This design comes from an exercise in tuning for small area, a short achievable clock period and few clock cycles on the open sky130 flow, not from production work.
Function was not checked in any run shown here: the RTL went through the layout flow alone.

==> design/flow/standard.sh <==
#!/bin/bash
# synth_recipe.tcl (not shown) runs the flow's synth.tcl, then flattens the netlist and writes it again
# the make line also repeats each setting of config.mk as NAME=value (left out here)
make -C /OpenROAD-flow-scripts/flow DESIGN_CONFIG=/design/flow/config.mk WORK_HOME=/design/flow/orfs CLKGATE_MAP_FILE= SYNTH_SCRIPT=/design/flow/synth_recipe.tcl "${@:-finish}"
==> design/flow/flow/run.sh <==
#!/bin/bash
# Own layout flow: the standard ORFS flow (standard.sh, standard synthesis), with the
# ports buffered by plain buffers instead of the delay cells buffer_ports picks by default,
# and sizing not held to the cells' footprints. Each tool's output goes to a log here.
set -uo pipefail
bash standard.sh \
  'BUFFER_PORTS_ARGS=-buffer_cell sky130_fd_sc_hd__buf_4' \
  MATCH_CELL_FOOTPRINT=0 \
  finish > flow_make.log 2>&1
status=$?
cp -r orfs/logs flow_logs 2>/dev/null || true
exit $status
==> design/flow/constraint.sdc <==
create_clock -name core_clock -period 5.5 [get_ports {clk}]
set_input_delay 1.1000 -clock core_clock [delete_from_list [all_inputs] [get_ports {clk}]]
set_output_delay 1.1000 -clock core_clock [all_outputs]
set_load 0.01 [all_outputs]
==> design/flow/config.mk <==
export PLATFORM = sky130hd
export DESIGN_NAME = fir_single_chan
export DESIGN_NICKNAME = fir_single_chan
export VERILOG_FILES = /design/flow/design.v
export SDC_FILE = /design/flow/constraint.sdc
export NUM_CORES = 4
export LEC_CHECK = 0
export CAP_MARGIN = 20
export CORE_MARGIN = 2
export CORE_UTILIZATION = 40
export CTS_BUF_LIST = sky130_fd_sc_hd__clkbuf_16
export CTS_CLUSTER_DIAMETER = 100
export CTS_CLUSTER_SIZE = 22
export PLACE_DENSITY = 0.6
export SETUP_SLACK_MARGIN = 3.2
export SLEW_MARGIN = 20
==> design/flow/design.v <==
module fir_single_chan (
  input clk,
  input rst,
  output logic [15:0] data_addr_rd_o,
  output logic [15:0] data_addr_wr_o,
  input  logic [15:0] data_din_i,
  output logic [15:0] data_dout_o,
  output logic        data_we_o,
  output logic        done_intr
);
logic [15:0] x0, x1;
logic [16:0] s0, s1;
always_ff @(posedge clk) begin
  x0 <= data_din_i;
  x1 <= x0;
  s0 <= {x0[15], x0} + {x1[15], x1};
  s1 <= s0;
end
logic [17:0] p;
logic [18:0] v[0:4];
always_ff @(posedge clk) begin
  p <= {s0[16], s0} + {s1[16], s1};
  v[0] <= {{2{s0[16]}}, s0} + {p[17], p};
  for (int i = 1; i < 5; i++) v[i] <= v[i-1];
end
logic [19:0] pa, pb;
logic [18:0] pc;
always_ff @(posedge clk) begin
  pa <= {v[0][18], v[0]} + {v[4][18], v[4]};
  pb <= {v[1][18], v[1]} + {v[3][18], v[3]};
end
assign pc = v[3];   
logic cs_s1, cs_c2;
logic cs_s3, cs_c4;
logic cs_s5, cs_c6;
logic cs_s7, cs_c8;
logic cs_s9, cs_c10;
logic cs_s11, cs_c12;
logic cs_s13, cs_c14;
logic cs_s15, cs_c16;
logic cs_s17, cs_c18;
logic cs_s19, cs_c20;
logic cs_s21, cs_c22;
logic cs_s23, cs_c24;
logic cs_s25, cs_c26;
logic cs_s27, cs_c28;
logic cs_s29, cs_c30;
logic cs_s31, cs_c32;
logic cs_s33, cs_c34;
logic cs_s35, cs_c36;
logic cs_s37, cs_c38;
logic cs_s39, cs_c40;
logic cs_s41, cs_c42;
logic cs_s43, cs_c44;
logic cs_s45, cs_c46;
logic cs_s47, cs_c48;
logic cs_s49, cs_c50;
logic cs_s51, cs_c52;
logic cs_s53, cs_c54;
logic cs_s55, cs_c56;
logic cs_s57, cs_c58;
logic cs_s59, cs_c60;
logic cs_s61, cs_c62;
logic cs_s63, cs_c64;
logic cs_s65, cs_c66;
logic cs_s67, cs_c68;
logic cs_s69, cs_c70;
logic cs_s71, cs_c72;
logic cs_s73, cs_c74;
logic cs_s75, cs_c76;
logic cs_s77, cs_c78;
logic cs_s79, cs_c80;
logic cs_s81, cs_c82;
logic cs_s83, cs_c84;
logic cs_s85, cs_c86;
logic cs_s87, cs_c88;
logic cs_s89, cs_c90;
logic cs_s91, cs_c92;
logic cs_s93, cs_c94;
logic cs_s95, cs_c96;
logic cs_s97, cs_c98;
logic cs_s99, cs_c100;
logic cs_s101, cs_c102;
logic cs_s103, cs_c104;
logic cs_s105, cs_c106;
logic cs_s107, cs_c108;
logic cs_s109, cs_c110;
logic cs_s111, cs_c112;
logic cs_s113, cs_c114;
logic cs_s115, cs_c116;
logic cs_s117, cs_c118;
logic cs_s119, cs_c120;
logic cs_s121, cs_c122;
logic cs_s123, cs_c124;
logic cs_s125, cs_c126;
logic cs_s127, cs_c128;
logic cs_s129, cs_c130;
logic cs_s131, cs_c132;
logic cs_s133, cs_c134;
logic cs_s135, cs_c136;
logic cs_s137, cs_c138;
logic cs_s139, cs_c140;
logic cs_s141, cs_c142;
logic cs_s143, cs_c144;
logic cs_s145, cs_c146;
logic cs_s147, cs_c148;
logic cs_s149, cs_c150;
logic cs_s151, cs_c152;
logic cs_s153, cs_c154;
logic cs_r155;
logic cs_r156;
logic cs_r157;
logic cs_r158;
logic cs_r159;
logic cs_r160;
logic cs_r161;
logic cs_r162;
logic cs_r163;
logic cs_r164;
logic cs_r165;
logic cs_r166;
logic cs_r167;
logic cs_r168;
logic cs_r169;
logic cs_r170;
logic cs_r171;
logic cs_r172;
logic cs_r173;
logic cs_r174;
logic cs_r175;
logic cs_r176;
logic cs_r177;
logic cs_r178;
logic cs_r179;
logic cs_r180;
logic cs_r181;
logic cs_r182;
logic cs_r183;
logic cs_r184;
logic cs_r185;
logic cs_r186;
logic cs_r187;
logic cs_r188;
logic cs_r189;
logic cs_r190;
logic cs_r191;
logic cs_r192;
logic cs_r193;
logic cs_r194;
logic cs_r195;
logic cs_r196;
logic cs_r197;
logic cs_r198;
logic cs_r199;
logic cs_r200;
logic cs_r201;
assign cs_s1 = pa[0] ^ ~pa[3] ^ pb[0];
assign cs_c2 = (pa[0] & ~pa[3]) | (pa[0] & pb[0]) | (~pa[3] & pb[0]);
assign cs_s3 = pa[1] ^ ~pa[4] ^ pb[1];
assign cs_c4 = (pa[1] & ~pa[4]) | (pa[1] & pb[1]) | (~pa[4] & pb[1]);
assign cs_s5 = pb[3] ^ pc[1];
assign cs_c6 = pb[3] & pc[1];
assign cs_s7 = pa[2] ^ ~pa[5] ^ pb[2];
assign cs_c8 = (pa[2] & ~pa[5]) | (pa[2] & pb[2]) | (~pa[5] & pb[2]);
assign cs_s9 = pb[4] ^ pc[2] ^ pc[5];
assign cs_c10 = (pb[4] & pc[2]) | (pb[4] & pc[5]) | (pc[2] & pc[5]);
assign cs_s11 = pa[3] ^ ~pa[6] ^ pb[3];
assign cs_c12 = (pa[3] & ~pa[6]) | (pa[3] & pb[3]) | (~pa[6] & pb[3]);
assign cs_s13 = pb[5] ^ pc[3] ^ pc[6];
assign cs_c14 = (pb[5] & pc[3]) | (pb[5] & pc[6]) | (pc[3] & pc[6]);
assign cs_s15 = pa[4] ^ ~pa[7] ^ pb[4];
assign cs_c16 = (pa[4] & ~pa[7]) | (pa[4] & pb[4]) | (~pa[7] & pb[4]);
assign cs_s17 = pb[6] ^ pc[4] ^ pc[7];
assign cs_c18 = (pb[6] & pc[4]) | (pb[6] & pc[7]) | (pc[4] & pc[7]);
assign cs_s19 = pa[5] ^ ~pa[8] ^ pb[5];
assign cs_c20 = (pa[5] & ~pa[8]) | (pa[5] & pb[5]) | (~pa[8] & pb[5]);
assign cs_s21 = pb[7] ^ pc[5] ^ pc[8];
assign cs_c22 = (pb[7] & pc[5]) | (pb[7] & pc[8]) | (pc[5] & pc[8]);
assign cs_s23 = pa[6] ^ ~pa[9] ^ pb[6];
assign cs_c24 = (pa[6] & ~pa[9]) | (pa[6] & pb[6]) | (~pa[9] & pb[6]);
assign cs_s25 = pb[8] ^ pc[6] ^ pc[9];
assign cs_c26 = (pb[8] & pc[6]) | (pb[8] & pc[9]) | (pc[6] & pc[9]);
assign cs_s27 = pa[7] ^ ~pa[10] ^ pb[7];
assign cs_c28 = (pa[7] & ~pa[10]) | (pa[7] & pb[7]) | (~pa[10] & pb[7]);
assign cs_s29 = pb[9] ^ pc[7] ^ pc[10];
assign cs_c30 = (pb[9] & pc[7]) | (pb[9] & pc[10]) | (pc[7] & pc[10]);
assign cs_s31 = pa[8] ^ ~pa[11] ^ pb[8];
assign cs_c32 = (pa[8] & ~pa[11]) | (pa[8] & pb[8]) | (~pa[11] & pb[8]);
assign cs_s33 = pb[10] ^ pc[8] ^ pc[11];
assign cs_c34 = (pb[10] & pc[8]) | (pb[10] & pc[11]) | (pc[8] & pc[11]);
assign cs_s35 = pa[9] ^ ~pa[12] ^ pb[9];
assign cs_c36 = (pa[9] & ~pa[12]) | (pa[9] & pb[9]) | (~pa[12] & pb[9]);
assign cs_s37 = pb[11] ^ pc[9] ^ pc[12];
assign cs_c38 = (pb[11] & pc[9]) | (pb[11] & pc[12]) | (pc[9] & pc[12]);
assign cs_s39 = pa[10] ^ ~pa[13] ^ pb[10];
assign cs_c40 = (pa[10] & ~pa[13]) | (pa[10] & pb[10]) | (~pa[13] & pb[10]);
assign cs_s41 = pb[12] ^ pc[10] ^ pc[13];
assign cs_c42 = (pb[12] & pc[10]) | (pb[12] & pc[13]) | (pc[10] & pc[13]);
assign cs_s43 = pa[11] ^ ~pa[14] ^ pb[11];
assign cs_c44 = (pa[11] & ~pa[14]) | (pa[11] & pb[11]) | (~pa[14] & pb[11]);
assign cs_s45 = pb[13] ^ pc[11] ^ pc[14];
assign cs_c46 = (pb[13] & pc[11]) | (pb[13] & pc[14]) | (pc[11] & pc[14]);
assign cs_s47 = pa[12] ^ ~pa[15] ^ pb[12];
assign cs_c48 = (pa[12] & ~pa[15]) | (pa[12] & pb[12]) | (~pa[15] & pb[12]);
assign cs_s49 = pb[14] ^ pc[12] ^ pc[15];
assign cs_c50 = (pb[14] & pc[12]) | (pb[14] & pc[15]) | (pc[12] & pc[15]);
assign cs_s51 = pa[13] ^ ~pa[16] ^ pb[13];
assign cs_c52 = (pa[13] & ~pa[16]) | (pa[13] & pb[13]) | (~pa[16] & pb[13]);
assign cs_s53 = pb[15] ^ pc[13] ^ pc[16];
assign cs_c54 = (pb[15] & pc[13]) | (pb[15] & pc[16]) | (pc[13] & pc[16]);
assign cs_s55 = pa[14] ^ ~pa[17] ^ pb[14];
assign cs_c56 = (pa[14] & ~pa[17]) | (pa[14] & pb[14]) | (~pa[17] & pb[14]);
assign cs_s57 = pb[16] ^ pc[14] ^ pc[17];
assign cs_c58 = (pb[16] & pc[14]) | (pb[16] & pc[17]) | (pc[14] & pc[17]);
assign cs_s59 = pa[15] ^ ~pa[18] ^ pb[15];
assign cs_c60 = (pa[15] & ~pa[18]) | (pa[15] & pb[15]) | (~pa[18] & pb[15]);
assign cs_s61 = pb[17] ^ pc[15] ^ pc[18];
assign cs_c62 = (pb[17] & pc[15]) | (pb[17] & pc[18]) | (pc[15] & pc[18]);
assign cs_s63 = pa[16] ^ pa[19] ^ pb[16];
assign cs_c64 = (pa[16] & pa[19]) | (pa[16] & pb[16]) | (pa[19] & pb[16]);
assign cs_s65 = pb[18] ^ pc[16] ^ ~pc[18];
assign cs_c66 = (pb[18] & pc[16]) | (pb[18] & ~pc[18]) | (pc[16] & ~pc[18]);
assign cs_s67 = pa[17] ^ pb[17] ^ ~pb[19];
assign cs_c68 = (pa[17] & pb[17]) | (pa[17] & ~pb[19]) | (pb[17] & ~pb[19]);
assign cs_s69 = cs_s1 ^ pb[2];
assign cs_c70 = cs_s1 & pb[2];
assign cs_s71 = cs_s3 ^ cs_s5 ^ pc[4];
assign cs_c72 = (cs_s3 & cs_s5) | (cs_s3 & pc[4]) | (cs_s5 & pc[4]);
assign cs_s73 = cs_s7 ^ cs_s9 ^ cs_c4;
assign cs_c74 = (cs_s7 & cs_s9) | (cs_s7 & cs_c4) | (cs_s9 & cs_c4);
assign cs_s75 = cs_s11 ^ cs_s13 ^ cs_c8;
assign cs_c76 = (cs_s11 & cs_s13) | (cs_s11 & cs_c8) | (cs_s13 & cs_c8);
assign cs_s77 = cs_s15 ^ cs_s17 ^ cs_c12;
assign cs_c78 = (cs_s15 & cs_s17) | (cs_s15 & cs_c12) | (cs_s17 & cs_c12);
assign cs_s79 = cs_s19 ^ cs_s21 ^ cs_c16;
assign cs_c80 = (cs_s19 & cs_s21) | (cs_s19 & cs_c16) | (cs_s21 & cs_c16);
assign cs_s81 = cs_s23 ^ cs_s25 ^ cs_c20;
assign cs_c82 = (cs_s23 & cs_s25) | (cs_s23 & cs_c20) | (cs_s25 & cs_c20);
assign cs_s83 = cs_s27 ^ cs_s29 ^ cs_c24;
assign cs_c84 = (cs_s27 & cs_s29) | (cs_s27 & cs_c24) | (cs_s29 & cs_c24);
assign cs_s85 = cs_s31 ^ cs_s33 ^ cs_c28;
assign cs_c86 = (cs_s31 & cs_s33) | (cs_s31 & cs_c28) | (cs_s33 & cs_c28);
assign cs_s87 = cs_s35 ^ cs_s37 ^ cs_c32;
assign cs_c88 = (cs_s35 & cs_s37) | (cs_s35 & cs_c32) | (cs_s37 & cs_c32);
assign cs_s89 = cs_s39 ^ cs_s41 ^ cs_c36;
assign cs_c90 = (cs_s39 & cs_s41) | (cs_s39 & cs_c36) | (cs_s41 & cs_c36);
assign cs_s91 = cs_s43 ^ cs_s45 ^ cs_c40;
assign cs_c92 = (cs_s43 & cs_s45) | (cs_s43 & cs_c40) | (cs_s45 & cs_c40);
assign cs_s93 = cs_s47 ^ cs_s49 ^ cs_c44;
assign cs_c94 = (cs_s47 & cs_s49) | (cs_s47 & cs_c44) | (cs_s49 & cs_c44);
assign cs_s95 = cs_s51 ^ cs_s53 ^ cs_c48;
assign cs_c96 = (cs_s51 & cs_s53) | (cs_s51 & cs_c48) | (cs_s53 & cs_c48);
assign cs_s97 = cs_s55 ^ cs_s57 ^ cs_c52;
assign cs_c98 = (cs_s55 & cs_s57) | (cs_s55 & cs_c52) | (cs_s57 & cs_c52);
assign cs_s99 = cs_s59 ^ cs_s61 ^ cs_c56;
assign cs_c100 = (cs_s59 & cs_s61) | (cs_s59 & cs_c56) | (cs_s61 & cs_c56);
assign cs_s101 = cs_s63 ^ cs_s65 ^ cs_c60;
assign cs_c102 = (cs_s63 & cs_s65) | (cs_s63 & cs_c60) | (cs_s65 & cs_c60);
assign cs_s103 = cs_s67 ^ pc[17] ^ cs_c64;
assign cs_c104 = (cs_s67 & pc[17]) | (cs_s67 & cs_c64) | (pc[17] & cs_c64);
assign cs_s105 = pa[18] ^ pb[18] ^ ~pc[18];
assign cs_c106 = (pa[18] & pb[18]) | (pa[18] & ~pc[18]) | (pb[18] & ~pc[18]);
assign cs_s107 = ~pa[19] ^ ~pb[19];
assign cs_c108 = ~pa[19] & ~pb[19];
assign cs_s109 = ~pa[0] ^ pc[0];
assign cs_c110 = ~pa[0] & pc[0];
assign cs_s111 = ~pa[1] ^ pb[0] ^ pc[1];
assign cs_c112 = (~pa[1] & pb[0]) | (~pa[1] & pc[1]) | (pb[0] & pc[1]);
assign cs_s113 = ~pa[2] ^ pb[1] ^ pc[2];
assign cs_c114 = (~pa[2] & pb[1]) | (~pa[2] & pc[2]) | (pb[1] & pc[2]);
assign cs_s115 = cs_s69 ^ pc[0] ^ pc[3];
assign cs_c116 = (cs_s69 & pc[0]) | (cs_s69 & pc[3]) | (pc[0] & pc[3]);
assign cs_s117 = cs_s71 ^ cs_c2 ^ cs_c70;
assign cs_c118 = (cs_s71 & cs_c2) | (cs_s71 & cs_c70) | (cs_c2 & cs_c70);
assign cs_s119 = cs_s73 ^ cs_c6 ^ cs_c72;
assign cs_c120 = (cs_s73 & cs_c6) | (cs_s73 & cs_c72) | (cs_c6 & cs_c72);
assign cs_s121 = cs_s75 ^ cs_c10 ^ cs_c74;
assign cs_c122 = (cs_s75 & cs_c10) | (cs_s75 & cs_c74) | (cs_c10 & cs_c74);
assign cs_s123 = cs_s77 ^ cs_c14 ^ cs_c76;
assign cs_c124 = (cs_s77 & cs_c14) | (cs_s77 & cs_c76) | (cs_c14 & cs_c76);
assign cs_s125 = cs_s79 ^ cs_c18 ^ cs_c78;
assign cs_c126 = (cs_s79 & cs_c18) | (cs_s79 & cs_c78) | (cs_c18 & cs_c78);
assign cs_s127 = cs_s81 ^ cs_c22 ^ cs_c80;
assign cs_c128 = (cs_s81 & cs_c22) | (cs_s81 & cs_c80) | (cs_c22 & cs_c80);
assign cs_s129 = cs_s83 ^ cs_c26 ^ cs_c82;
assign cs_c130 = (cs_s83 & cs_c26) | (cs_s83 & cs_c82) | (cs_c26 & cs_c82);
assign cs_s131 = cs_s85 ^ cs_c30 ^ cs_c84;
assign cs_c132 = (cs_s85 & cs_c30) | (cs_s85 & cs_c84) | (cs_c30 & cs_c84);
assign cs_s133 = cs_s87 ^ cs_c34 ^ cs_c86;
assign cs_c134 = (cs_s87 & cs_c34) | (cs_s87 & cs_c86) | (cs_c34 & cs_c86);
assign cs_s135 = cs_s89 ^ cs_c38 ^ cs_c88;
assign cs_c136 = (cs_s89 & cs_c38) | (cs_s89 & cs_c88) | (cs_c38 & cs_c88);
assign cs_s137 = cs_s91 ^ cs_c42 ^ cs_c90;
assign cs_c138 = (cs_s91 & cs_c42) | (cs_s91 & cs_c90) | (cs_c42 & cs_c90);
assign cs_s139 = cs_s93 ^ cs_c46 ^ cs_c92;
assign cs_c140 = (cs_s93 & cs_c46) | (cs_s93 & cs_c92) | (cs_c46 & cs_c92);
assign cs_s141 = cs_s95 ^ cs_c50 ^ cs_c94;
assign cs_c142 = (cs_s95 & cs_c50) | (cs_s95 & cs_c94) | (cs_c50 & cs_c94);
assign cs_s143 = cs_s97 ^ cs_c54 ^ cs_c96;
assign cs_c144 = (cs_s97 & cs_c54) | (cs_s97 & cs_c96) | (cs_c54 & cs_c96);
assign cs_s145 = cs_s99 ^ cs_c58 ^ cs_c98;
assign cs_c146 = (cs_s99 & cs_c58) | (cs_s99 & cs_c98) | (cs_c58 & cs_c98);
assign cs_s147 = cs_s101 ^ cs_c62 ^ cs_c100;
assign cs_c148 = (cs_s101 & cs_c62) | (cs_s101 & cs_c100) | (cs_c62 & cs_c100);
assign cs_s149 = cs_s103 ^ cs_c66 ^ cs_c102;
assign cs_c150 = (cs_s103 & cs_c66) | (cs_s103 & cs_c102) | (cs_c66 & cs_c102);
assign cs_s151 = cs_s105 ^ cs_c68 ^ cs_c104;
assign cs_c152 = (cs_s105 & cs_c68) | (cs_s105 & cs_c104) | (cs_c68 & cs_c104);
assign cs_s153 = cs_s107 ^ 1'b1 ^ cs_c106;
assign cs_c154 = (cs_s107 & 1'b1) | (cs_s107 & cs_c106) | (1'b1 & cs_c106);
always_ff @(posedge clk) begin
  cs_r155 <= cs_s109;
  cs_r156 <= cs_s111;
  cs_r157 <= cs_c110;
  cs_r158 <= cs_s113;
  cs_r159 <= cs_c112;
  cs_r160 <= cs_s115;
  cs_r161 <= cs_c114;
  cs_r162 <= cs_s117;
  cs_r163 <= cs_c116;
  cs_r164 <= cs_s119;
  cs_r165 <= cs_c118;
  cs_r166 <= cs_s121;
  cs_r167 <= cs_c120;
  cs_r168 <= cs_s123;
  cs_r169 <= cs_c122;
  cs_r170 <= cs_s125;
  cs_r171 <= cs_c124;
  cs_r172 <= cs_s127;
  cs_r173 <= cs_c126;
  cs_r174 <= cs_s129;
  cs_r175 <= cs_c128;
  cs_r176 <= cs_s131;
  cs_r177 <= cs_c130;
  cs_r178 <= cs_s133;
  cs_r179 <= cs_c132;
  cs_r180 <= cs_s135;
  cs_r181 <= cs_c134;
  cs_r182 <= cs_s137;
  cs_r183 <= cs_c136;
  cs_r184 <= cs_s139;
  cs_r185 <= cs_c138;
  cs_r186 <= cs_s141;
  cs_r187 <= cs_c140;
  cs_r188 <= cs_s143;
  cs_r189 <= cs_c142;
  cs_r190 <= cs_s145;
  cs_r191 <= cs_c144;
  cs_r192 <= cs_s147;
  cs_r193 <= cs_c146;
  cs_r194 <= cs_s149;
  cs_r195 <= cs_c148;
  cs_r196 <= cs_s151;
  cs_r197 <= cs_c150;
  cs_r198 <= cs_s153;
  cs_r199 <= cs_c152;
  cs_r200 <= cs_c108;
  cs_r201 <= cs_c154;
end
logic [23:0] sum_a, sum_b, sum;
assign sum_a = {cs_r200, cs_r198, cs_r196, cs_r194, cs_r192, cs_r190, cs_r188, cs_r186, cs_r184, cs_r182, cs_r180, cs_r178, cs_r176, cs_r174, cs_r172, cs_r170, cs_r168, cs_r166, cs_r164, cs_r162, cs_r160, cs_r158, cs_r156, cs_r155};
assign sum_b = {cs_r201, cs_r199, cs_r197, cs_r195, cs_r193, cs_r191, cs_r189, cs_r187, cs_r185, cs_r183, cs_r181, cs_r179, cs_r177, cs_r175, cs_r173, cs_r171, cs_r169, cs_r167, cs_r165, cs_r163, cs_r161, cs_r159, cs_r157, 1'b1};
assign sum = sum_a + sum_b;
always_ff @(posedge clk) data_dout_o <= sum[23:8];
logic start;
assign start = (data_addr_rd_o[3:0] == 4'd14);
always_ff @(posedge clk) begin
  if (rst) begin
    data_addr_rd_o <= 16'd1;
    data_addr_wr_o <= 16'hfff2;
    data_we_o <= 1'b0;
    done_intr <= 1'b0;
  end else begin
    data_addr_rd_o <= data_addr_rd_o + 16'd1;
    data_addr_wr_o <= data_addr_wr_o + 16'd1;
    if (done_intr) begin
      data_we_o <= 1'b0;
    end else if (data_we_o | start) begin
      data_we_o <= 1'b1;
      if (data_we_o && data_addr_wr_o == 16'hfffe) done_intr <= 1'b1;
    end
  end
end
endmodule
==> run_results.csv, run 1 <==
group,metric,value,unit
outcome,run_status,"no timing/DRC/antenna violations",
die,placementRows,68,
drt,dr.pass1.iters,5,
drt,drc,0,
final_layout,layout_commonest_cell,"dfxtp_1",
yosys,ys_seq_elements,316,
timing,setup_ws,3.18,ns
yosys,synth_nets,1510,
final_layout,layout-drive-gt1-share,13.9,%
yosys,synth_edf_count,0,
timing,worst_pin_slew,0.544,ns
place,place_congestion,0.836,
clocking,clock_latency,0.52,ns
timing,hold_viol_final,0,
die,fp.dieH,191,um
timing,finalSetupTns,0,ns
timing,slew_headroom,62.8,%
setup_path,crit_path_start_kind,"flip-flop",
global_route,grt_pass1_wl,39.2,mm
setup_path,setup.worst_path.class,"flip-flop to flip-flop",
setup_path,crit_start,"v[0][0]",
drt,drtIter0Drc,305,
setup_path,r2r-end,"pa[16]",
final_layout,fin_cells,1853,
drt,viasPerCell,4.74,
setup_path,reg2reg_slack,3.18,ns
clocking,cts_tree,"done",
timing,rsz0062_at_grt,"true",
worst_hold_path,hold-path-cell-count,0,
setup_path,max_stage_delay,0.40,ns
setup_path,r2r-start,"v[0][0]",
timing,slew_viol_final,0,
global_route,grt_max_degree,35,
die,ioPinCount,68,
drt,wl,23.3,mm
global_route,grt_pass1_vias,8596,
setup_path,rr_worst_depth,9,
timing,clock.fmax,0.432,GHz
yosys,syn_area,0.0139,mm^2
setup_path,critical_path.max_fanout,3,
final_layout,antenna_cells,0,
setup_path,cp-end-kind,"flip-flop",
global_route,antenna_found_initial,0,
place,placedCellCount,1809,
worst_hold_path,hp-start,"v[2][13]",
yosys,ys.flop_type,"dfxtp_1",
yosys,synthCells,1295,
yosys,syn_avg_cell_area,10.7,um^2
place,numPortBuffers,67,
yosys,yosysWarnings,2,
setup_path,crit_chain,"ha_2 -> fa_2 -> a211oi_4 -> o21ai_2 -> a31oi_4 -> o21ai_2 -> a31o_2 -> a21oi_2 -> xnor2_1",
die,die_x,191,um
global_route,track_usage,12.9,%
yosys,yosysSeqAreaShare,45.5,%
setup_path,cp_slowest_cell,"fa_2",
final_layout,nNetsFinal,1612,
die,core,0.0344,mm^2
clocking,cts_made_buffers,18,
die,initial_utilization,40.5,%
clocking,htreeDepth,1,
run,cap_violations,0,
clocking,path_clk_slew,0.09,ns
global_route,grt.overflow.total,0,
timing,clock_skew,0.0213,ns
setup_path,critPathRequiredTime,5.93,ns
final_layout,layout_common_cells,"dfxtp_1 (302), inv_1 (163), ha_1 (113), buf_4 (90), a21oi_1 (73)",
clocking,clock_sinks,316,
clocking,root_buffer,"clkbuf_16",
place,post-place-ws,2.89,ns
worst_hold_path,worstHoldEndpoint,"v[3][13]",
timing,setup_violations,0,
drt,ant_nets,0,
yosys,ys_types,66,
setup_path,arrival,2.74,ns
drt,wl_per_cell,12.6,um
yosys,ys_async_sr_fraction,0,%
drt,vias,8792,
place,dp_hpwl,17.5,mm
final_layout,syn_to_final_growth,14.6,%
clocking,max-clock-path-buffers,3,
timing,min_period_over_period,42.1,%
worst_hold_path,hp-class,"flip-flop to flip-flop",
die,die-area,0.0363,mm^2
setup_path,cp_common_cell,"o21ai_2",
timing,finalCriticalPeriod,2.32,ns
## synthesized netlist by cell type, drive strengths merged, types with 2 or more instances
| cell | instances | area, um^2 |
|---|---|---|
| nor2 | 66 | 248 |
| xnor2 | 69 | 604 |
| o311ai | 2 | 17.5 |
| nand4 | 14 | 87.6 |
| and3 | 12 | 75.1 |
| ha | 120 | 1500 |
| or3b | 3 | 26.3 |
| a221oi | 2 | 23.8 |
| and4 | 2 | 17.5 |
| nor3 | 16 | 80.1 |
| a21boi | 4 | 30.0 |
| o21bai | 15 | 113 |
| inv | 164 | 616 |
| or3 | 2 | 12.5 |
| dfxtp | 316 | 6330 |
| nand2 | 48 | 180 |
| o31a | 2 | 17.5 |
| a211oi | 9 | 72.6 |
| a21o | 34 | 257 |
| a41oi | 2 | 25.0 |
| o41ai | 2 | 17.5 |
| a31o | 4 | 35.0 |
| a2111oi | 7 | 86.3 |
| a311oi | 5 | 56.3 |
| nor4 | 4 | 25.0 |
| a21oi | 87 | 447 |
| nand2b | 19 | 119 |
| or2 | 4 | 25.0 |
| clkbuf | 8 | 30.0 |
| nand3b | 2 | 15.0 |
| a311o | 2 | 20.0 |
| xor2 | 39 | 342 |
| a31oi | 7 | 58.8 |
| o21ai | 49 | 249 |
| fa | 77 | 1540 |
| nor2b | 12 | 75.1 |
| o211ai | 10 | 75.1 |
| o31ai | 7 | 52.6 |
| nand3 | 24 | 120 |
| o21a | 11 | 82.6 |
## per-stage QoR
step / hold slack, ns / instance area [um^2] / utilization, %
2_1_floorplan: 0.310 / 13900 / -
6_report: 0.329 / 15900 / 46.4
4_1_cts: 0.330 / 15600 / 45.5
3_5_place_dp: 0.312 / 15000 / 43.6
5_1_grt: 0.336 / 15900 / 46.4
3_3_place_gp: 0.310 / 15000 / 43.6
## logic make-up (layout without fill, tap and decap cells)
group,after synthesis,after routing,share of synthesized area (%)
xor+xnor,108,108,6.80
compound gates,271,271,13.1
buf+inv,172,275,4.64
simple gates,231,231,8.11
flops,316,316,45.5
fa+ha+maj,197,197,21.9
## final cells by class
cell class	instances	area [um^2]
repair buffers	90	676
multi-input cells	807	7240
flip-flops and latches	316	6350
well taps	455	569
clock inverters	2	20.0
clock buffers	19	475
inverters	164	616
fillers	3259	18400
## flip-flops by register name, summed over array words and instances, names as in the netlist, 16 cells and up
signal,cells
s1,17
pa,20
data_addr_wr_o,16
p,18
pb,20
x0,16
v,95
data_dout_o,16
x1,16
s0,17
data_addr_rd_o,16
## worst max path at each step
stage / slack [ns] / endpoint
finish: 3.18 / pa[16]
global route: 3.06 / v[0][16]
CTS: 3.13 / pa[16]
detailed placement: 2.89 / pa[16]
global placement: 2.94 / pa[16]
floorplan: 3.21 / s0[14]
## worst max-delay path, delay by kind of cell, from the launching register on
family                     cells  cell delay (ns)
DFF                            1             0.33
xor gates and xnor gates       1             0.13
adders and majority gates      2             0.60
AOI/OAI and AO/OA              6             1.18
## layer usage
layer	global-route usage [%]	wire length [um]	vias up
li1	-	-	4545
met1	17.2	11400	4079
met2	21.7	10500	135
met3	2.01	798	33
met4	3.19	531	0
met5	0	0	-
## what timing repair did
item                                    in CTS  in global routing
hold buffers                                 0                  0
setup buffers                                8                 15
resized for setup                           34                 49
pin swaps                                   16                 40
endpoints found under the setup margin      26                 34
==> inputs of run 2 (changes only) <==
--- a/design/flow/config.mk
+++ b/design/flow/config.mk
@@ -14,3 +14,3 @@
 export PLACE_DENSITY = 0.6
-export SETUP_SLACK_MARGIN = 3.2
+export SETUP_SLACK_MARGIN = 3.4
 export SLEW_MARGIN = 20
==> run_results.csv, run 2 <==
group,metric,value,unit
yosys,synth_top_area_share,45.5,%
global_route,antenna_found_initial,0,
timing,clock.fmax,0.446,GHz
clocking,max-clock-path-buffers,3,
yosys,synth_top_family_by_area,"adder cells",
timing,finalSetupTns,0,ns
die,die_x,191,um
clocking,path_clk_slew,0.08,ns
clocking,root_buffer,"clkbuf_16",
drt,viasPerCell,4.75,
setup_path,crit_path_start_kind,"flip-flop",
yosys,synthCells,1295,
global_route,grt.overflow.total,0,
drt,vias,9129,
setup_path,crit_chain,"ha_4 -> fa_2 -> a21o_1 -> a21oi_2 -> buf_4 -> buf_4 -> buf_4 -> buf_4 -> buf_4 -> buf_6 -> buf_6 -> buf_6 -> buf_6 -> buf_6 -> xnor2_2",
yosys,syn_avg_cell_area,10.7,um^2
timing,hold_viol_final,0,
setup_path,setup.worst_path.class,"flip-flop to flip-flop",
setup_path,critical_path.max_fanout,2,
drt,drtIter0Drc,354,
drt,wl,24.8,mm
die,core,0.0344,mm^2
timing,setup_violations,0,
global_route,grt_pass1_vias,9052,
yosys,synth_nets,1510,
place,placedCellCount,1809,
timing,rsz0062_at_grt,"true",
timing,min_period_over_period,40.8,%
setup_path,cp-end-kind,"flip-flop",
yosys,synthSimpleGateAreaFrac,8.11,%
global_route,grt_pass1_wl,40.8,mm
place,numPortBuffers,67,
drt,ant_nets,0,
setup_path,arrival,2.63,ns
setup_path,timing.critical_path.buf_inv,10,
timing,clock_skew,0.0166,ns
yosys,synth_adder_area_share,21.9,%
yosys,synth_edf_count,0,
yosys,ys_seq_elements,316,
yosys,post-synth-top-count-cell,"dfxtp_1",
setup_path,crit_family,"buffers and inverters",
die,fp.dieH,191,um
clocking,cts_tree,"done",
yosys,synth_common_cells,"dfxtp_1 (316), inv_1 (164), ha_1 (120)",
clocking,clock_latency,0.51,ns
drt,wl_per_cell,12.9,um
setup_path,cp_slowest_cell,"dfxtp_2",
die,initial_utilization,40.5,%
yosys,ys.flop_type,"dfxtp_1",
global_route,grt_max_degree,35,
yosys,synth_top_area_cell,"dfxtp_1",
final_layout,layout-drive-gt1-share,28.7,%
worst_hold_path,hp-start,"v[2][8]",
run,cap_violations,0,
yosys,muxShareOfSynthArea,0,%
clocking,clock_sinks,316,
outcome,run_status,"no timing/DRC/antenna violations",
drt,drc,0,
yosys,syn_area,0.0139,mm^2
timing,worst_pin_slew,0.604,ns
timing,slew_headroom,58.7,%
final_layout,nFillCells,3091,
clocking,cts_made_buffers,18,
die,placementRows,68,
timing,setup_ws,3.26,ns
timing,slew_viol_final,0,
setup_path,critPathRequiredTime,5.89,ns
final_layout,fin_cells,1922,
final_layout,nNetsFinal,1681,
final_layout,top_register,"v",
yosys,synthTopCellsByArea,"dfxtp_1 (45%), fa_1 (11%), ha_1 (11%)",
timing,finalCriticalPeriod,2.24,ns
place,post-place-ws,3.02,ns
die,die-area,0.0363,mm^2
setup_path,r2r-start,"x0[0]",
yosys,synth_xor_area_share,6.80,%
clocking,htreeDepth,1,
setup_path,max_stage_delay,0.34,ns
global_route,track_usage,13.5,%
yosys,synth-compound-area-share,13.1,%
yosys,ys_types,66,
yosys,yosysSeqAreaShare,45.5,%
clocking,ctsHoldBuffers,0,
die,ioPinCount,68,
yosys,ys_async_sr_fraction,0,%
worst_hold_path,hp-class,"flip-flop to flip-flop",
final_layout,layout_commonest_cell,"dfxtp_1",
final_layout,antenna_cells,0,
final_layout,layout_common_cells,"dfxtp_1 (223), inv_1 (138), buf_4 (117), ha_1 (95), fa_1 (72)",
yosys,yosysWarnings,2,
place,place_congestion,0.884,
drt,dr.pass1.iters,5,
final_layout,top_regs,"v x95, pa x20, pb x20",
final_layout,syn_to_final_growth,23.5,%
final_layout,largest_reg_flops,95,
place,dp_hpwl,17.7,mm
setup_path,crit_start,"x0[0]",
## run 2: worst reg2reg max path, cell delays in order, from the launching register on
cell and delay [ns]:
dfxtp_2 0.34, ha_4 0.16, fa_2 0.33, a21o_1 0.17
a21oi_2 0.17, buf_4 0.13, buf_4 0.09, buf_4 0.09
buf_4 0.09, buf_4 0.10, buf_6 0.08, buf_6 0.08
buf_6 0.08, buf_6 0.08, buf_6 0.08, xnor2_2 0.05
## run 2: path summary, 6_finish.rpt
path | cells after the start | to | slack (ns)
setup / recovery | 15 | s0[4] | 3.26
hold / removal | 0 | v[3][8] | 0.33
setup reg to reg | 15 | s0[4] | 3.26
hold reg to reg | 0 | v[3][8] | 0.33
## run 2: logic make-up after synthesis
logic type | after synthesis
DFF | 316
AOI/OAI and AO/OA | 271
and+or+nand+nor | 231
adders and majority gates | 197
buffers and inverters | 172
xor gates and xnor gates | 108
## run 2: layer usage
| metal | vias to the layer above | GRT usage [%] | wire length [um] |
|---|---|---|---|
| met3 | 45 | 1.69 | 700 |
| met4 | 0 | 3.97 | 715 |
| met5 | - | 0 | 0 |
| met1 | 4253 | 17.8 | 11900 |
| li1 | 4705 | - | - |
| met2 | 126 | 23.0 | 11500 |
## run 2: cell type report
cell class | instances | area (um^2) | area share, %
repair buffers | 159 | 1360 | 7.92
clock buffers | 19 | 475 | 2.77
flip-flops and latches | 316 | 6510 | 37.9
inverters | 164 | 616 | 3.58
multi-input cells | 807 | 7630 | 44.4
clock inverters | 2 | 20.0 | 0.117
well taps | 455 | 569 | 3.31
## run 2: repair_timing
item,in CTS,in global routing
pin swaps,65,72
endpoints found under the setup margin,104,100
setup buffers,66,26
gates resized for setup,190,116
## run 2: metrics by stage
stage / hold WS (ns) / utilization, % / cell area (um^2)
detailed placement: 0.312 / 43.8 / 15000
CTS: 0.330 / 48.0 / 16500
global placement: 0.310 / 43.8 / 15000
finish: 0.327 / 50.0 / 17200
global route: 0.334 / 50.0 / 17200
floorplan: 0.310 / - / 14000
==> inputs of run 3 (changes only) <==
--- a/design/flow/config.mk
+++ b/design/flow/config.mk
@@ -10,7 +10,7 @@
 export CORE_UTILIZATION = 40
-export CTS_BUF_LIST = sky130_fd_sc_hd__clkbuf_16
-export CTS_CLUSTER_DIAMETER = 100
-export CTS_CLUSTER_SIZE = 22
+export CTS_BUF_LIST = sky130_fd_sc_hd__clkbuf_8
+export CTS_CLUSTER_DIAMETER = 80
+export CTS_CLUSTER_SIZE = 16
 export PLACE_DENSITY = 0.6
-export SETUP_SLACK_MARGIN = 3.4
+export SETUP_SLACK_MARGIN = 3.2
 export SLEW_MARGIN = 20
==> run_results.csv, run 3 <==
group,metric,value,unit
outcome,run_status,"no timing/DRC/antenna violations",
place,post-place-ws,2.89,ns
final_layout,syn_to_final_growth,13.6,%
place,numPortBuffers,67,
global_route,antenna_found_initial,0,
clocking,clock_latency,0.57,ns
yosys,yosysSeqAreaShare,45.5,%
final_layout,nNetsFinal,1617,
timing,clock_skew,0.0317,ns
clocking,htreeDepth,1,
yosys,synthTopCellsByArea,"dfxtp_1 (45%), fa_1 (11%), ha_1 (11%)",
timing,rsz0062_at_grt,"true",
clocking,ctsHoldBuffers,0,
run,cap_violations,0,
clocking,path_clk_slew,0.10,ns
clocking,root_buffer,"clkbuf_8",
timing,min_period_over_period,42.0,%
die,die_x,191,um
final_layout,layout_commonest_cell,"dfxtp_1",
timing,slew_viol_final,0,
yosys,yosysWarnings,2,
place,place_congestion,0.836,
setup_path,setup.worst_path.class,"flip-flop to flip-flop",
die,die-area,0.0363,mm^2
timing,setup_ws,3.19,ns
setup_path,critical_path.max_fanout,3,
clocking,max-clock-path-buffers,3,
die,initial_utilization,40.5,%
yosys,synth_top_area_cell,"dfxtp_1",
yosys,ys_seq_elements,316,
timing,worst_pin_slew,0.561,ns
drt,wl,23.4,mm
yosys,syn_avg_cell_area,10.7,um^2
drt,drtIter0Drc,351,
final_layout,largest_reg_flops,95,
yosys,post-synth-top-count-cell,"dfxtp_1",
timing,clock.fmax,0.433,GHz
timing,setup_violations,0,
final_layout,fin_util,46.0,%
timing,hold_viol_final,0,
die,ioPinCount,68,
final_layout,nFillCells,3282,
final_layout,regArea,0.00636,mm^2
yosys,synth_top_area_share,45.5,%
yosys,ys_types,66,
yosys,ys.flop_type,"dfxtp_1",
final_layout,layout_common_cells,"dfxtp_1 (289), inv_1 (165), ha_1 (111), buf_4 (90), a21oi_1 (73)",
global_route,grt_max_degree,35,
setup_path,cp-end-kind,"flip-flop",
final_layout,antenna_cells,0,
drt,ant_nets,0,
global_route,grt.overflow.total,0,
global_route,grt_pass1_wl,39.4,mm
timing,finalCriticalPeriod,2.31,ns
setup_path,arrival,2.79,ns
final_layout,layout-drive-gt1-share,15.3,%
final_layout,multiInputGateArea,0.00725,mm^2
drt,wl_per_cell,12.6,um
die,placementRows,68,
global_route,grt_pass1_vias,8607,
die,core,0.0344,mm^2
timing,slew_headroom,61.6,%
yosys,synth_common_cells,"dfxtp_1 (316), inv_1 (164), ha_1 (120)",
yosys,syn_area,0.0139,mm^2
die,fp.dieH,191,um
yosys,synth_edf_count,0,
yosys,synthCells,1295,
setup_path,crit_path_start_kind,"flip-flop",
timing,finalSetupTns,0,ns
global_route,track_usage,13.0,%
place,dp_hpwl,17.5,mm
final_layout,top_regs,"v x95, pa x20, pb x20",
drt,viasPerCell,4.75,
worst_hold_path,hp-class,"flip-flop to flip-flop",
setup_path,critPathRequiredTime,5.98,ns
drt,dr.pass1.iters,4,
yosys,synth_nets,1510,
final_layout,top_register,"v",
drt,drc,0,
clocking,clock_sinks,316,
drt,vias,8833,
yosys,ys_async_sr_fraction,0,%
clocking,cts_tree,"done",
clocking,cts_made_buffers,23,
[run 3: final timing paths]
| path | start | endpoint | slack [ns] | cells after the start |
|---|---|---|---|---|
| worst max register to register | v[0][0] | pa[16] | 3.19 | 9 |
| worst min-delay path | v[2][10] | v[3][10] | 0.33 | 0 |
| worst max-delay path | v[0][0] | pa[16] | 3.19 | 9 |
| worst min register to register | v[2][10] | v[3][10] | 0.33 | 0 |
[run 3: kinds of logic after synthesis]
logic type | after synthesis | share of synthesized area [%]
AOI/OAI and AO/OA | 271 | 13.1
xor gates and xnor gates | 108 | 6.80
adders and majority gates | 197 | 21.9
buffers and inverters | 172 | 4.64
DFF | 316 | 45.5
and+or+nand+nor | 231 | 8.11
[run 3: critical path: stages, from the launching register on]
cell	delay [ns]
dfxtp_2	0.34
ha_2	0.20
fa_2	0.40
a211oi_4	0.29
o21ai_2	0.12
a31oi_4	0.25
o21ai_2	0.10
a31o_2	0.27
a21oi_2	0.14
xnor2_1	0.12
[run 3: final cells by class]
type	instances	area share, %
Clock inverter	2	0.0475
Sequential cell	316	40.3
Timing Repair Buffer	90	4.27
Multi-Input combinational cell	807	45.8
Tap cell	455	3.60
Clock buffer	24	2.09
Inverter	164	3.89
[run 3: timing repair]
action | CTS | global route
cloned | 0 | 0
resized for setup | 48 | 49
buffers inserted | 8 | 15
endpoints found under the hold margin | 0 | 0
pin swaps | 17 | 37
endpoints found under the setup margin | 36 | 37
[run 3: stage by stage]
stage | cell area, um^2 | cells | hold slack [ns]
floorplan | 13900 | 1295 | 0.310
global placement | 15000 | 1809 | 0.310
detailed placement | 15000 | 1809 | 0.312
CTS | 15500 | 1843 | 0.332
global route | 15800 | 1858 | 0.338
finish | 15800 | 1858 | 0.331
[run 3: metal layers]
| layer | routed length [um] | share of wire (%) | vias to the layer above | global-route usage (%) |
|---|---|---|---|---|
| met5 | 0 | 0 | - | 0 |
| met4 | 598 | 2.6 | 0 | 3.61 |
| met3 | 819 | 3.5 | 38 | 2.08 |
| met2 | 10600 | 45 | 132 | 21.6 |
| met1 | 11500 | 49 | 4109 | 17.4 |
| li1 | - | - | 4554 | - |
==> inputs of run 4 (changes only) <==
--- a/design/flow/config.mk
+++ b/design/flow/config.mk
@@ -13,2 +13,3 @@
 export CTS_CLUSTER_SIZE = 16
+export GPL_TIMING_DRIVEN = 1
 export PLACE_DENSITY = 0.6
==> run_results.csv, run 4 <==
group,metric,value,unit
run,cap_violations,0,
die,ioPinCount,68,
yosys,syn_avg_cell_area,10.7,um^2
clocking,max-clock-path-buffers,3,
place,dp_hpwl,17.5,mm
setup_path,crit_family,"compound AO/OA/AOI/OAI gates",
final_layout,largest_reg_flops,95,
yosys,synth_edf_count,0,
timing,clock_skew,0.0317,ns
timing,min_period_over_period,42.0,%
yosys,ys_async_sr_fraction,0,%
setup_path,timing.critical_path.buf_inv,0,
yosys,ys_seq_elements,316,
setup_path,arrival,2.79,ns
drt,wl,23.4,mm
setup_path,critPathRequiredTime,5.98,ns
drt,drtIter0Drc,351,
timing,slew_headroom,61.6,%
final_layout,layout-drive-gt1-share,15.3,%
final_layout,layout_common_cells,"dfxtp_1 (289), inv_1 (165), ha_1 (111), buf_4 (90), a21oi_1 (73)",
setup_path,critical_path.max_fanout,3,
drt,drc,0,
final_layout,fin_util,46.0,%
worst_hold_path,hold-path-cell-count,0,
global_route,grt_pass1_vias,8607,
timing,worst_pin_slew,0.561,ns
yosys,ys.flop_type,"dfxtp_1",
clocking,cts_made_buffers,23,
timing,setup_violations,0,
final_layout,top_register,"v",
drt,viasPerCell,4.75,
global_route,antenna_found_initial,0,
final_layout,nFillCells,3282,
yosys,synth_common_cells,"dfxtp_1 (316), inv_1 (164), ha_1 (120)",
die,die-area,0.0363,mm^2
die,fp.dieH,191,um
die,placementRows,68,
worst_hold_path,hp-class,"flip-flop to flip-flop",
place,place_congestion,0.836,
setup_path,path_depth,9,
clocking,ctsHoldBuffers,0,
worst_hold_path,hp-start,"v[2][10]",
global_route,grt_max_degree,35,
setup_path,cp_slowest_cell,"fa_2",
timing,rsz0062_at_grt,"true",
clocking,clock_latency,0.57,ns
clocking,root_buffer,"clkbuf_8",
timing,finalSetupTns,0,ns
die,core,0.0344,mm^2
setup_path,setup.worst_path.class,"flip-flop to flip-flop",
setup_path,r2r-start,"v[0][0]",
yosys,yosysSeqAreaShare,45.5,%
setup_path,crit_chain,"ha_2 -> fa_2 -> a211oi_4 -> o21ai_2 -> a31oi_4 -> o21ai_2 -> a31o_2 -> a21oi_2 -> xnor2_1",
setup_path,cp_common_cell,"o21ai_2",
final_layout,syn_to_final_growth,13.6,%
yosys,yosysWarnings,2,
final_layout,antenna_cells,0,
timing,finalCriticalPeriod,2.31,ns
yosys,synth_top_area_cell,"dfxtp_1",
final_layout,nNetsFinal,1617,
setup_path,max_stage_delay,0.40,ns
yosys,post-synth-top-count-cell,"dfxtp_1",
setup_path,cp-end-kind,"flip-flop",
yosys,synth_top_area_share,45.5,%
drt,ant_nets,0,
clocking,htreeDepth,1,
setup_path,rr_worst_depth,9,
place,numPortBuffers,67,
timing,slew_viol_final,0,
drt,wl_per_cell,12.6,um
yosys,syn_area,0.0139,mm^2
yosys,synthCells,1295,
drt,dr.pass1.iters,4,
yosys,synthTopCellsByArea,"dfxtp_1 (45%), fa_1 (11%), ha_1 (11%)",
global_route,track_usage,13.0,%
timing,clock.fmax,0.433,GHz
die,initial_utilization,40.5,%
global_route,grt_pass1_wl,39.4,mm
final_layout,layout_commonest_cell,"dfxtp_1",
final_layout,multiInputGateArea,0.00725,mm^2
clocking,path_clk_slew,0.10,ns
die,die_x,191,um
timing,hold_viol_final,0,
outcome,run_status,"no timing/DRC/antenna violations",
clocking,clock_sinks,316,
final_layout,regArea,0.00636,mm^2
yosys,ys_types,66,
final_layout,top_regs,"v x95, pa x20, pb x20",
yosys,synth_nets,1510,
drt,vias,8833,
setup_path,crit_start,"v[0][0]",
global_route,grt.overflow.total,0,
setup_path,crit_path_start_kind,"flip-flop",
clocking,cts_tree,"done",
## run 4: cell counts in the layout (fill, tap and decap cells not counted)
No cell type changed its count.
## run 4: kinds of logic (layout without fill, tap and decap cells)
| kind of cell | Yosys count | count (layout) | share of synthesized area, % |
|---|---|---|---|
| AND/OR/NAND/NOR | 231 | 231 | 8.11 |
| flip-flops | 316 | 316 | 45.5 |
| buffers and inverters | 172 | 280 | 4.64 |
| adder cells (fa/ha/maj) | 197 | 197 | 21.9 |
| XOR/XNOR | 108 | 108 | 6.80 |
| AO/OA/AOI/OAI | 271 | 271 | 13.1 |
## run 4: worst reg2reg max path: stages, from the launching register on
cell and delay (ns):
dfxtp_2 0.34, ha_2 0.20, fa_2 0.40, a211oi_4 0.29
o21ai_2 0.12, a31oi_4 0.25, o21ai_2 0.10, a31o_2 0.27
a21oi_2 0.14, xnor2_1 0.12
## run 4: per-layer routing
metal / share of wire (%) / vias up / global-route usage (%)
li1: - / 4554 / -
met5: 0 / - / 0
met3: 3.5 / 38 / 2.08
met4: 2.6 / 0 / 3.61
met2: 45 / 132 / 21.6
met1: 49 / 4109 / 17.4
## run 4: layout make-up
cell class / instances / share of cell area (%)
Timing Repair Buffer: 90 / 4.27
Clock buffer: 24 / 2.09
Tap cell: 455 / 3.60
Multi-Input combinational cell: 807 / 45.8
Clock inverter: 2 / 0.0475
Sequential cell: 316 / 40.3
Inverter: 164 / 3.89
## run 4: what timing repair did
item / CTS / global route
setup buffers: 8 / 15
pin swaps: 17 / 37
resized for setup: 48 / 49
endpoints found under the setup margin: 36 / 37
hold endpoints to repair: 0 / 0
## run 4: metrics by stage
step	hold slack [ns]	cell area, um^2	std cells	worst slack [ns]
2_1_floorplan	0.310	13900	1295	3.21
3_3_place_gp	0.310	15000	1809	2.94
3_5_place_dp	0.312	15000	1809	2.89
4_1_cts	0.332	15500	1843	3.13
5_1_grt	0.338	15800	1858	3.06
6_report	0.331	15800	1858	3.19
## run 4: path summary, 6_finish.rpt
path | to | slack (ns)
min reg2reg | v[3][10] | 0.33
min | v[3][10] | 0.33
max reg2reg | pa[16] | 3.19
max | pa[16] | 3.19
==> inputs of run 5 (changes only) <==
==> design/flow/flow/run.sh (replaced) <==
#!/bin/bash
# Own layout flow: the standard ORFS flow (standard.sh, standard synthesis), with the
# ports buffered by plain buffers (buf_2 on inputs, buf_4 on outputs) instead of the delay
# cells buffer_ports picks by default, and sizing not held to the cells' footprints.
# Each tool's output goes to a log here.
set -uo pipefail
here=$(pwd)
bash standard.sh \
  "PRE_GLOBAL_PLACE_TCL=$here/flow/pre_gpl.tcl" \
  'BUFFER_PORTS_ARGS=-outputs -buffer_cell sky130_fd_sc_hd__buf_4' \
  MATCH_CELL_FOOTPRINT=0 \
  finish > flow_make.log 2>&1
status=$?
cp -r orfs/logs flow_logs 2>/dev/null || true
exit $status
==> design/flow/flow/pre_gpl.tcl (new file) <==
# Buffer the input ports with small buffers before the standard buffer_ports call,
# which BUFFER_PORTS_ARGS limits to the outputs.
buffer_ports -inputs -buffer_cell sky130_fd_sc_hd__buf_2
--- a/design/flow/config.mk
+++ b/design/flow/config.mk
@@ -10,6 +10,5 @@
 export CORE_UTILIZATION = 40
-export CTS_BUF_LIST = sky130_fd_sc_hd__clkbuf_8
-export CTS_CLUSTER_DIAMETER = 80
-export CTS_CLUSTER_SIZE = 16
-export GPL_TIMING_DRIVEN = 1
+export CTS_BUF_LIST = sky130_fd_sc_hd__clkbuf_16
+export CTS_CLUSTER_DIAMETER = 100
+export CTS_CLUSTER_SIZE = 22
 export PLACE_DENSITY = 0.6
==> run_results.csv, run 5 <==
group,metric,value,unit
setup_path,reg2reg_slack,3.16,ns
setup_path,critical_path.max_fanout,2,
final_layout,fin_util,46.0,%
place,dp_hpwl,17.5,mm
setup_path,arrival,2.77,ns
yosys,ys_types,66,
yosys,synthTopCellsByArea,"dfxtp_1 (45%), fa_1 (11%), ha_1 (11%)",
final_layout,largest_reg_flops,95,
worst_hold_path,hold-path-cell-count,0,
timing,hold_viol_final,0,
setup_path,cp-end-kind,"flip-flop",
place,dpl_cell_area,0.0148,mm^2
yosys,syn_avg_cell_area,10.7,um^2
yosys,synth_top_family_by_area,"adder cells",
timing,slew_headroom,63.3,%
yosys,synth-compound-area-share,13.1,%
yosys,synth_xor_area_share,6.80,%
final_layout,antenna_cells,0,
global_route,grt_pass1_vias,8664,
yosys,yosysWarnings,2,
global_route,track_usage,13.2,%
setup_path,critPathRequiredTime,5.92,ns
die,placementRows,68,
clocking,path_clk_slew,0.09,ns
final_layout,top_regs,"v x95, pa x20, pb x20",
final_layout,syn_to_final_growth,13.7,%
timing,slew_viol_final,0,
die,core,0.0344,mm^2
die,ioPinCount,68,
yosys,synth_nets,1510,
yosys,ys_seq_elements,316,
final_layout,nFillCells,3238,
die,fp.dieH,191,um
yosys,muxShareOfSynthArea,0,%
clocking,cts_made_buffers,18,
final_layout,layout_commonest_cell,"dfxtp_1",
place,placedCellCount,1792,
drt,vias,8802,
timing,min_period_over_period,42.6,%
final_layout,multiInputGateArea,0.00724,mm^2
yosys,synth_top_area_share,45.5,%
final_layout,layout-drive-gt1-share,13.0,%
clocking,clock_latency,0.51,ns
yosys,yosysSeqAreaShare,45.5,%
yosys,synthCells,1295,
final_layout,nNetsFinal,1596,
setup_path,setup.worst_path.class,"flip-flop to flip-flop",
yosys,post-synth-top-count-cell,"dfxtp_1",
final_layout,regArea,0.00634,mm^2
yosys,synthSimpleGateAreaFrac,8.11,%
die,die_x,191,um
die,initial_utilization,40.5,%
yosys,synth_adder_area_share,21.9,%
global_route,antenna_found_initial,0,
drt,ant_nets,0,
final_layout,top_register,"v",
place,numPortBuffers,67,
final_layout,fin_area,0.0158,mm^2
outcome,run_status,"no timing/DRC/antenna violations",
drt,drc,0,
place,place_congestion,0.839,
final_layout,fin_cells,1837,
drt,drtIter0Drc,334,
final_layout,layout_common_cells,"dfxtp_1 (304), inv_1 (162), ha_1 (113), buf_4 (74), a21oi_1 (73)",
drt,viasPerCell,4.79,
yosys,synth_top_area_cell,"dfxtp_1",
clocking,cts_tree,"done",
timing,worst_pin_slew,0.537,ns
drt,wl,23.5,mm
timing,rsz0062_at_grt,"true",
global_route,grt_pass1_wl,40.0,mm
clocking,clock_sinks,316,
clocking,htreeDepth,1,
yosys,ys.flop_type,"dfxtp_1",
timing,clock_skew,0.0139,ns
yosys,syn_area,0.0139,mm^2
drt,dr.pass1.iters,5,
run,cap_violations,0,
yosys,synth_edf_count,0,
yosys,ys_async_sr_fraction,0,%
drt,wl_per_cell,12.8,um
global_route,grt_max_degree,35,
timing,finalSetupTns,0,ns
setup_path,rr_worst_depth,9,
die,die-area,0.0363,mm^2
setup_path,crit_path_start_kind,"flip-flop",
global_route,grt.overflow.total,0,
yosys,synth_common_cells,"dfxtp_1 (316), inv_1 (164), ha_1 (120)",
timing,clock.fmax,0.427,GHz
timing,setup_violations,0,
clocking,max-clock-path-buffers,3,
worst_hold_path,hp-class,"flip-flop to flip-flop",
clocking,root_buffer,"clkbuf_16",
timing,finalCriticalPeriod,2.34,ns
==> run 5: cell counts after synthesis <==
No cell type changed its count.
==> run 5: final timing paths <==
check        endpoint      from
max            s0[14]     x0[0]
min          v[3][16]  v[2][16]
max reg2reg    s0[14]     x0[0]
min reg2reg  v[3][16]  v[2][16]
==> run 5: area by class of cell <==
cell class / instances / area share, %
sequential: 316 / 40.1
tap: 455 / 3.60
clock inverter: 2 / 0.119
clock buffer: 19 / 3.00
multi-input combinational: 807 / 45.8
inverter: 164 / 3.89
timing repair buffer: 74 / 3.51
==> run 5: cell families after synthesis <==
kind of cell,Yosys count
simple gates,231
fa+ha+maj,197
compound gates,271
xor+xnor,108
flops,316
buf+inv,172
==> run 5: timing repair <==
action	4_1_cts	5_1_grt
hold buffers	0	0
setup buffers	13	11
endpoints found under the hold margin	0	0
resized for setup	33	46
pin swaps	23	45
setup endpoints to repair	25	32
==> run 5: per-layer routing <==
layer	global-route usage (%)	vias to the layer above	share of wire, %
li1	-	4536	-
met1	17.9	4096	49
met2	22.2	135	45
met3	1.86	35	3.1
met4	3.19	0	2.3
met5	0	-	0
==> run 5: critical path, stage by stage, from the launching register on <==
cell and delay, ns:
dfxtp_2 0.34, ha_4 0.16, fa_2 0.33, a21o_1 0.19
a21oi_2 0.19, o21bai_2 0.11, a2111oi_4 0.42, nor2_2 0.08
a221oi_2 0.29, xnor2_1 0.15
==> run 5: metrics by stage <==
stage                     worst slack, ns  hold slack (ns)
after floorplan                      3.21            0.310
after global placement               2.94            0.310
after detailed placement             2.91            0.312
after CTS                            3.16            0.320
after global routing                 3.05            0.317
final                                3.16            0.317

-- port drivers added, routing unchanged --
In the flow no input, the clock included, has a driving cell. The finished layouts below were timed again as built, in two steps.
Step 1 sets driving cells, clkbuf_16 on the clock port and buf_2 on the other inputs (assumed; they add their load-dependent delay and slew).
Step 2 also shifts input and output timing later by t, the mid clock arrival at the registers, as if the neighbouring blocks saw the same clock.
a / b / c = no drivers / after step 1 / after step 2; a / b = the first two.
run	t (ns)	setup slack, ns	worst setup path at the end
run 1	0.555	3.184 / 3.184 / 3.184	register to register
run 2	0.554	3.258 / 3.258 / 3.258	register to register
run 3	0.599	3.193 / 3.193 / 3.193	register to register
run 4	0.599	3.193 / 3.193 / 3.193	register to register
run 5	0.552	3.157 / 3.157 / 3.157	register to register
After both steps setup and hold are still met in every run listed.
